Context: an optimization exercise on an open-source flow, tuned for small area, a short achievable clock period and few clock cycles per item. The choices shown serve that exercise and are no tape-out recipe.
Function was checked by simulation only, so behaviour that the tests miss may differ from the original.
No activity file was given, so power comes from the tool's default toggle rates.

==> flow/design.v <==
module SME(clk,reset,chardata,isstring,ispattern,valid,match,match_index);
input clk;
input reset;
input [7:0] chardata;
input isstring;
input ispattern;
output match;
output [4:0] match_index;
output valid;
localparam [6:0] HAT    = 7'h5E ;  
localparam [6:0] DOLLAR = 7'h24 ;  
localparam [6:0] POINT  = 7'h2E ;  
localparam [6:0] STAR   = 7'h2A ;  
localparam [6:0] SPACE  = 7'h20 ;  
reg  [6:0] str_B_rf [0:31];
reg  [5:0] str_length_cnt;
reg        isstring_d, ispattern_d;
reg [33:0] F;
reg  [4:0] off;
reg        star_seen;
reg        star_d;          
reg  [4:0] star_fs;         
reg  [4:0] star_off;        
reg        valid_r, match_r;
reg  [4:0] match_index_r;
wire [6:0] c = chardata[6:0];
wire c_hat    = c == HAT;
wire c_dollar = c == DOLLAR;
wire c_star   = c == STAR;
wire c_point  = c == POINT;
wire first    = ispattern & ~ispattern_d;
wire [31:0] inS;      
wire [31:0] sp;       
wire [31:0] eqc;      
genvar j;
generate
for (j = 0; j < 32; j = j + 1) begin: POS
    assign inS[j] = str_length_cnt > 31 - j;
    assign sp[j]  = str_B_rf[j] == SPACE;
    assign eqc[j] = str_B_rf[j] == c;
end
endgenerate
wire [31:0] start = inS & ~{inS[30:0], 1'b0};
wire [32:0] pre [0:6];
assign pre[0] = F[32:0];
genvar l;
generate
for (l = 0; l < 6; l = l + 1) begin: PRE
    for (j = 0; j < 33; j = j + 1) begin: B
        if ((j >> l) & 1)
            assign pre[l+1][j] = pre[l][j] | pre[l][((j >> l) << l) - 1];
        else
            assign pre[l+1][j] = pre[l][j];
    end
end
endgenerate
wire [31:0] Fin = first ? inS : F[31:0];
wire [33:0] F_hat  = {2'b00, inS & sp, 1'b0} | {2'b00, start};
wire [33:0] F_dol  = {F[32], F[31:0] & sp, 1'b0};
wire [33:0] F_star = first ? {2'b01, inS} : {1'b0, pre[6]};
wire [33:0] F_pt   = {1'b0, Fin, 1'b0};
wire [33:0] F_fix  = ({34{c_hat}} & F_hat) | ({34{c_dollar}} & F_dol) |
                     ({34{c_star}} & F_star) | ({34{c_point}} & F_pt);
wire [33:0] F_lit  = {1'b0, Fin & eqc, 1'b0};
wire star_mode = star_seen & ~star_d;
wire [4:0]  off_p1 = off + 5'd1;     
wire [4:0]  star_idx = star_fs + star_off;
wire [33:0] Fe = F & {34{~star_mode}};
wire [4:0]  oe = star_mode ? star_idx : star_d ? off_p1 : off;
reg [4:0] fs;
integer k;
always @(*) begin
    fs = 5'd0;
    for (k = 33; k >= 0; k = k - 1)
        if (Fe[k]) fs = k[4:0];
end
wire [4:0] gen = fs & oe;
wire [4:0] prp = fs ^ oe;
wire [4:0] cry;
assign cry[0] = 1'b0;
assign cry[1] = gen[0];
assign cry[2] = gen[1] | prp[1] & gen[0];
assign cry[3] = gen[2] | prp[2] & gen[1] | prp[2] & prp[1] & gen[0];
assign cry[4] = gen[3] | prp[3] & gen[2] | prp[3] & prp[2] & gen[1] |
                prp[3] & prp[2] & prp[1] & gen[0];
wire [4:0] fs_idx = prp ^ cry;
wire [4:0] len5   = str_length_cnt[4:0];
wire [4:0] len_m1 = len5 - 5'd1;
wire [4:0] off_m1 = off - 5'd1;
integer i;
always @(posedge clk)
begin: STR_RF
    if(isstring)
    begin
        for (i = 0; i < 31; i = i + 1)
            str_B_rf[i] <= str_B_rf[i+1];
        str_B_rf[31] <= c;
    end
end
always @(posedge clk)
begin: LEN_CNT
    if(isstring)
        str_length_cnt <= isstring_d ? str_length_cnt + 6'd1 : 6'd1;
end
always @(posedge clk or posedge reset)
begin: FLAGS
    if(reset)
    begin
        isstring_d  <= 1'b0;
        ispattern_d <= 1'b0;
        valid_r     <= 1'b0;
        match_r     <= 1'b0;
    end
    else
    begin
        isstring_d  <= isstring;
        ispattern_d <= ispattern;
        valid_r     <= ispattern_d & ~ispattern;
        match_r     <= ispattern_d & ~ispattern & (|F);
    end
end
always @(posedge clk)
begin: MATCH
    F <= F_fix | F_lit;
    off <= first ? (c_hat ? len5 : len_m1) : off_m1;
    star_seen <= (first ? 1'b0 : star_seen) | c_star;
    star_d    <= ispattern & c_star;
    if(star_d)
    begin
        star_fs  <= fs;
        star_off <= off_p1;      
    end
    match_index_r <= fs_idx;
end
assign valid       = valid_r;
assign match       = match_r;
assign match_index = match_index_r;
endmodule
export LEC_CHECK = 0
export CAP_MARGIN = 20
export CORE_MARGIN = 2
export CORE_UTILIZATION = 40
export CTS_CLUSTER_DIAMETER = 90
export CTS_CLUSTER_SIZE = 40
export SETUP_SLACK_MARGIN = 3.8
export SLEW_MARGIN = 20
create_clock -name core_clock -period 6.5 [get_ports {clk}]
run.sh (not shown) runs the stock make flow with config.mk's settings and CLKGATE_MAP_FILE= SYNTH_SCRIPT=/design/flow/synth_recipe.tcl, a recipe that flattens the netlist after the stock synthesis.
The starting point finished clean.
Testbench counts at the start, summed over its fixed seeds: cycles 12,373, items 1,114.
Change:
Settings changed: CORE_UTILIZATION 40 to 50, CTS_CLUSTER_SIZE 40 to 36.
The new run produced a clean layout.
Sequential power is about the same.
Worst setup slack gets worse by 0.046 ns.
Cell area shrinks slightly.
Synthesized area does not change.
Global-route usage grows by 4.5 points.
Final cell count shrinks by a few percent.
Clock-buffer cell count grows by 1.
Register-to-register slack gets worse by 0.02 ns.
Die area shrinks by about a fifth.


Setup of old:
// SME: RTL as listed in full above, without the edits since
Settings: LEC_CHECK=0, CAP_MARGIN=20, CORE_MARGIN=2, CORE_UTILIZATION=40, CTS_CLUSTER_DIAMETER=80, CTS_CLUSTER_SIZE=30, SETUP_SLACK_MARGIN=3.7, SLEW_MARGIN=20; clock period 6.5 ns.
Testbench counts of old, summed over its fixed seeds: cycles 12,373, items 1,114.
Setup changes, old to new
Settings: SETUP_SLACK_MARGIN changed from 3.7 to 3.8; CTS_CLUSTER_SIZE changed from 30 to 36; CTS_CLUSTER_DIAMETER changed from 80 to 90.
[summary]
new reports a lower clock group share of total power than old does.
From old to new the numbers moved as follows: wire length of the first global-routing pass shrank by 1.6%, global-route usage shrank by 0.34 points, post-route worst setup slack grew by 0.068 ns, non-clock buffer area fraction after layout grew by 0.32 points.
The share of final-layout standard cells stronger than drive strength 1 of new is higher than that of old.


Starts from the design.v that is shown in full above.
==> flow/config.mk <==
export PLATFORM = sky130hd
export DESIGN_NAME = SME
export DESIGN_NICKNAME = SME
export VERILOG_FILES = /design/flow/design.v
export SDC_FILE = /design/flow/constraint.sdc
export NUM_CORES = 4
export LEC_CHECK = 0
export CAP_MARGIN = 20
export CORE_MARGIN = 2
export CORE_UTILIZATION = 40
export CTS_CLUSTER_DIAMETER = 80
export CTS_CLUSTER_SIZE = 30
export SETUP_SLACK_MARGIN = 3.9
export SLEW_MARGIN = 20
==> flow/constraint.sdc <==
create_clock -name core_clock -period 6.5 [get_ports {clk}]
set_input_delay 1.3000 -clock core_clock [delete_from_list [all_inputs] [get_ports {clk}]]
set_output_delay 1.3000 -clock core_clock [all_outputs]
set_load 0.01 [all_outputs]
The first run finished clean.
Testbench counts at the start, summed over its fixed seeds: cycles 12,373, items 1,114.
Then changed:
- SETUP_SLACK_MARGIN: 3.9 -> 3.8
After rerunning: Utilization goes down by 0.53 points; worst hold slack got worse by 0.0095 ns; cell area falls slightly; first-iteration DRC count decreases by roughly a tenth; routed wire length came out lower by a few percent; cell count is lower slightly.


Setup of run A:
Another version of the RTL of SME (not shown whole).
For scale: roughly 280 flip-flops.
// SME
module SME(clk,reset,chardata,isstring,ispattern,valid,match,match_index);
export LEC_CHECK = 0
export CAP_MARGIN = 20
export CORE_MARGIN = 2
export CORE_UTILIZATION = 40
export SLEW_MARGIN = 20
create_clock -name core_clock -period 6.5 [get_ports {clk}]
Testbench counts of run A, summed over its fixed seeds: cycles 12,373, items 1,114.
The following lists how run B was set up differently from run A:
# run A
export LEC_CHECK = 0
export CAP_MARGIN = 20
export CORE_MARGIN = 2
export CORE_UTILIZATION = 40
export SLEW_MARGIN = 20
create_clock -name core_clock -period 6.5 [get_ports {clk}]
# run B
export LEC_CHECK = 0
export ABC_CLOCK_PERIOD_IN_PS = 2700
export CAP_MARGIN = 20
export CORE_MARGIN = 2
export CORE_UTILIZATION = 40
export CTS_CLUSTER_DIAMETER = 80
export CTS_CLUSTER_SIZE = 30
export SETUP_SLACK_MARGIN = 4.0
export SLEW_MARGIN = 20
create_clock -name core_clock -period 6.5 [get_ports {clk}]
## What came out
- Re setup slack: run A was lower than run B.
- Between run B and run A, the count of plain and timing-repair buffers is higher for run B.
- The lower share of post-route cells with drive strength above 1 of run B and run A is in run A.
- Run B: design internal power is about 11% lower than what run A reported.
- Taking run A as the reference, in run B power consumption went down, count of buffering cells on the critical path with inverters included increased by 4 relative to the old numbers.
- Relative to run A, run B improves relative slew slack.
- Relative to run A, the wire length measured on run B has increased by more than 10%.
- Compared with run A, in run B sum of routed wire segments on met1 higher, total area of sequential cells higher.
What run C does differently from run B at the input level:
# run B
export LEC_CHECK = 0
export ABC_CLOCK_PERIOD_IN_PS = 2700
export CAP_MARGIN = 20
export CORE_MARGIN = 2
export CORE_UTILIZATION = 40
export CTS_CLUSTER_DIAMETER = 80
export CTS_CLUSTER_SIZE = 30
export SETUP_SLACK_MARGIN = 4.0
export SLEW_MARGIN = 20
create_clock -name core_clock -period 6.5 [get_ports {clk}]
# run C
export LEC_CHECK = 0
export ABC_CLOCK_PERIOD_IN_PS = 2700
export CAP_MARGIN = 20
export CORE_MARGIN = 2
export CORE_UTILIZATION = 40
export CTS_CLUSTER_DIAMETER = 80
export CTS_CLUSTER_SIZE = 30
export SETUP_SLACK_MARGIN = 3.6
export SLEW_MARGIN = 20
create_clock -name core_clock -period 6.5 [get_ports {clk}]
### Flow results
Run C did not stop at any stage, and its layout met the timing, DRC and antenna checks. Run B finished all stages; the layout is clean. When the final numbers for run B and run C were put side by side, the register-to-register slack turned out to be greater in run B. Run C ends up with lower detailed-route wire length per cell than run B does. Route | run C vs run B | wire shorter in run C. A end point of the critical path of F[15]$_DFF_P_ is what run C shows, while F[31]$_DFF_P_ belongs to run B. Worst hold margin in run C vs run B: up 3.0 ps. Measured against run B, the non-clock buffer count of run C comes out at 0.48 times the reference value. Run C — cell count 57 lower, run B as reference.
## Diff of input files: run D against run C
# run C
export LEC_CHECK = 0
export ABC_CLOCK_PERIOD_IN_PS = 2700
export CAP_MARGIN = 20
export CORE_MARGIN = 2
export CORE_UTILIZATION = 40
export CTS_CLUSTER_DIAMETER = 80
export CTS_CLUSTER_SIZE = 30
export SETUP_SLACK_MARGIN = 3.6
export SLEW_MARGIN = 20
create_clock -name core_clock -period 6.5 [get_ports {clk}]
# run D
export LEC_CHECK = 0
export ABC_CLOCK_PERIOD_IN_PS = 2700
export CAP_MARGIN = 20
export CORE_MARGIN = 2
export CORE_UTILIZATION = 40
export CTS_CLUSTER_DIAMETER = 80
export CTS_CLUSTER_SIZE = 30
export SETUP_SLACK_MARGIN = 4.0
export SLEW_MARGIN = 20
create_clock -name core_clock -period 6.5 [get_ports {clk}]
==> flow/flow/run.sh (new file) <==
#!/bin/bash
# The standard layout (standard.sh), with timing repair free to resize a
# gate to a cell of another footprint: the platform sets MATCH_CELL_FOOTPRINT=1,
# which limits resizing to cells of the same size.  make's full output goes to
# standard.log; the ORFS tools' own logs stay under orfs/logs.
set -euo pipefail
bash standard.sh MATCH_CELL_FOOTPRINT=0 finish > standard.log 2>&1
==> flow/standard.sh (new file) <==
#!/bin/bash
# synth_recipe.tcl (not shown) runs the flow's synth.tcl, then flattens the netlist and writes it again
# the make line also repeats each setting of config.mk as NAME=value (left out here)
make -C /OpenROAD-flow-scripts/flow DESIGN_CONFIG=/design/flow/config.mk WORK_HOME=/design/flow/orfs CLKGATE_MAP_FILE= SYNTH_SCRIPT=/design/flow/synth_recipe.tcl "${@:-finish}"
removed: flow/run.sh
[summary]
- Diff run C -> run D: global-route wire length before repair now larger, worst setup slack higher, design area +about 9%, total power of the final layout increased 3.2%, all-layer global routing usage went up by 1.5 points.
- Run D went all the way through synthesis, placement and routing and the layout is clean on timing, DRC and antenna.
- Run C ran to completion and came out clean on the timing, DRC and antenna checks.
- Run C and run D ended up with roughly the same cell area reported after detailed placement.
- Internal power contribution was lower in the run labelled run C.

[static timing again, ports no longer ideal]
Ports are ideal in the flow. The routed layouts listed here were re-timed in OpenROAD. Step 1 (the two cells are an assumption about what drives the block):
set clk [get_ports {clk}]
set_driving_cell -lib_cell sky130_fd_sc_hd__clkbuf_16 $clk
set_driving_cell -lib_cell sky130_fd_sc_hd__buf_2 [delete_from_list [all_inputs] $clk]
Step 2, shift: input delay + t, output delay - t, t = (earliest + latest rising clock arrival at the registers) / 2. This alone moves slack from input paths to output paths. Slacks: no drivers / after step 1 / after step 2; pairs: no drivers / after step 1.
run | shift t [ns] | setup slack, ns | hold slack, ns
the first run of note 1 | 0.561 | 3.849 / 3.796 / 3.384 | 0.495 / 0.495 / 0.495
the second run of note 1 | 0.559 | 3.803 / 3.787 / 3.269 | 0.494 / 0.494 / 0.494
old | 0.573 | 3.781 / 3.763 / 3.220 | 0.486 / 0.486 / 0.486
new | 0.561 | 3.849 / 3.796 / 3.384 | 0.495 / 0.495 / 0.495
the first run of note 3 | 0.557 | 3.860 / 3.860 / 3.400 | 0.493 / 0.493 / 0.493
the second run of note 3 | 0.571 | 3.845 / 3.794 / 3.395 | 0.483 / 0.483 / 0.483
run A | 0.625 | 2.612 / 2.642 / 2.017 | 0.487 / 0.487 / 0.487
run B | 0.569 | 3.723 / 3.720 / 3.151 | 0.487 / 0.487 / 0.487
run C | 0.572 | 3.635 / 3.657 / 3.085 | 0.490 / 0.490 / 0.490
run D | 0.564 | 3.705 / 3.705 / 3.141 | 0.489 / 0.489 / 0.489
After both steps setup and hold are still met in every run listed. For run A, which loses most, drivers alone change the setup slack by +0.030 ns; drivers and shift together by -0.595 ns.
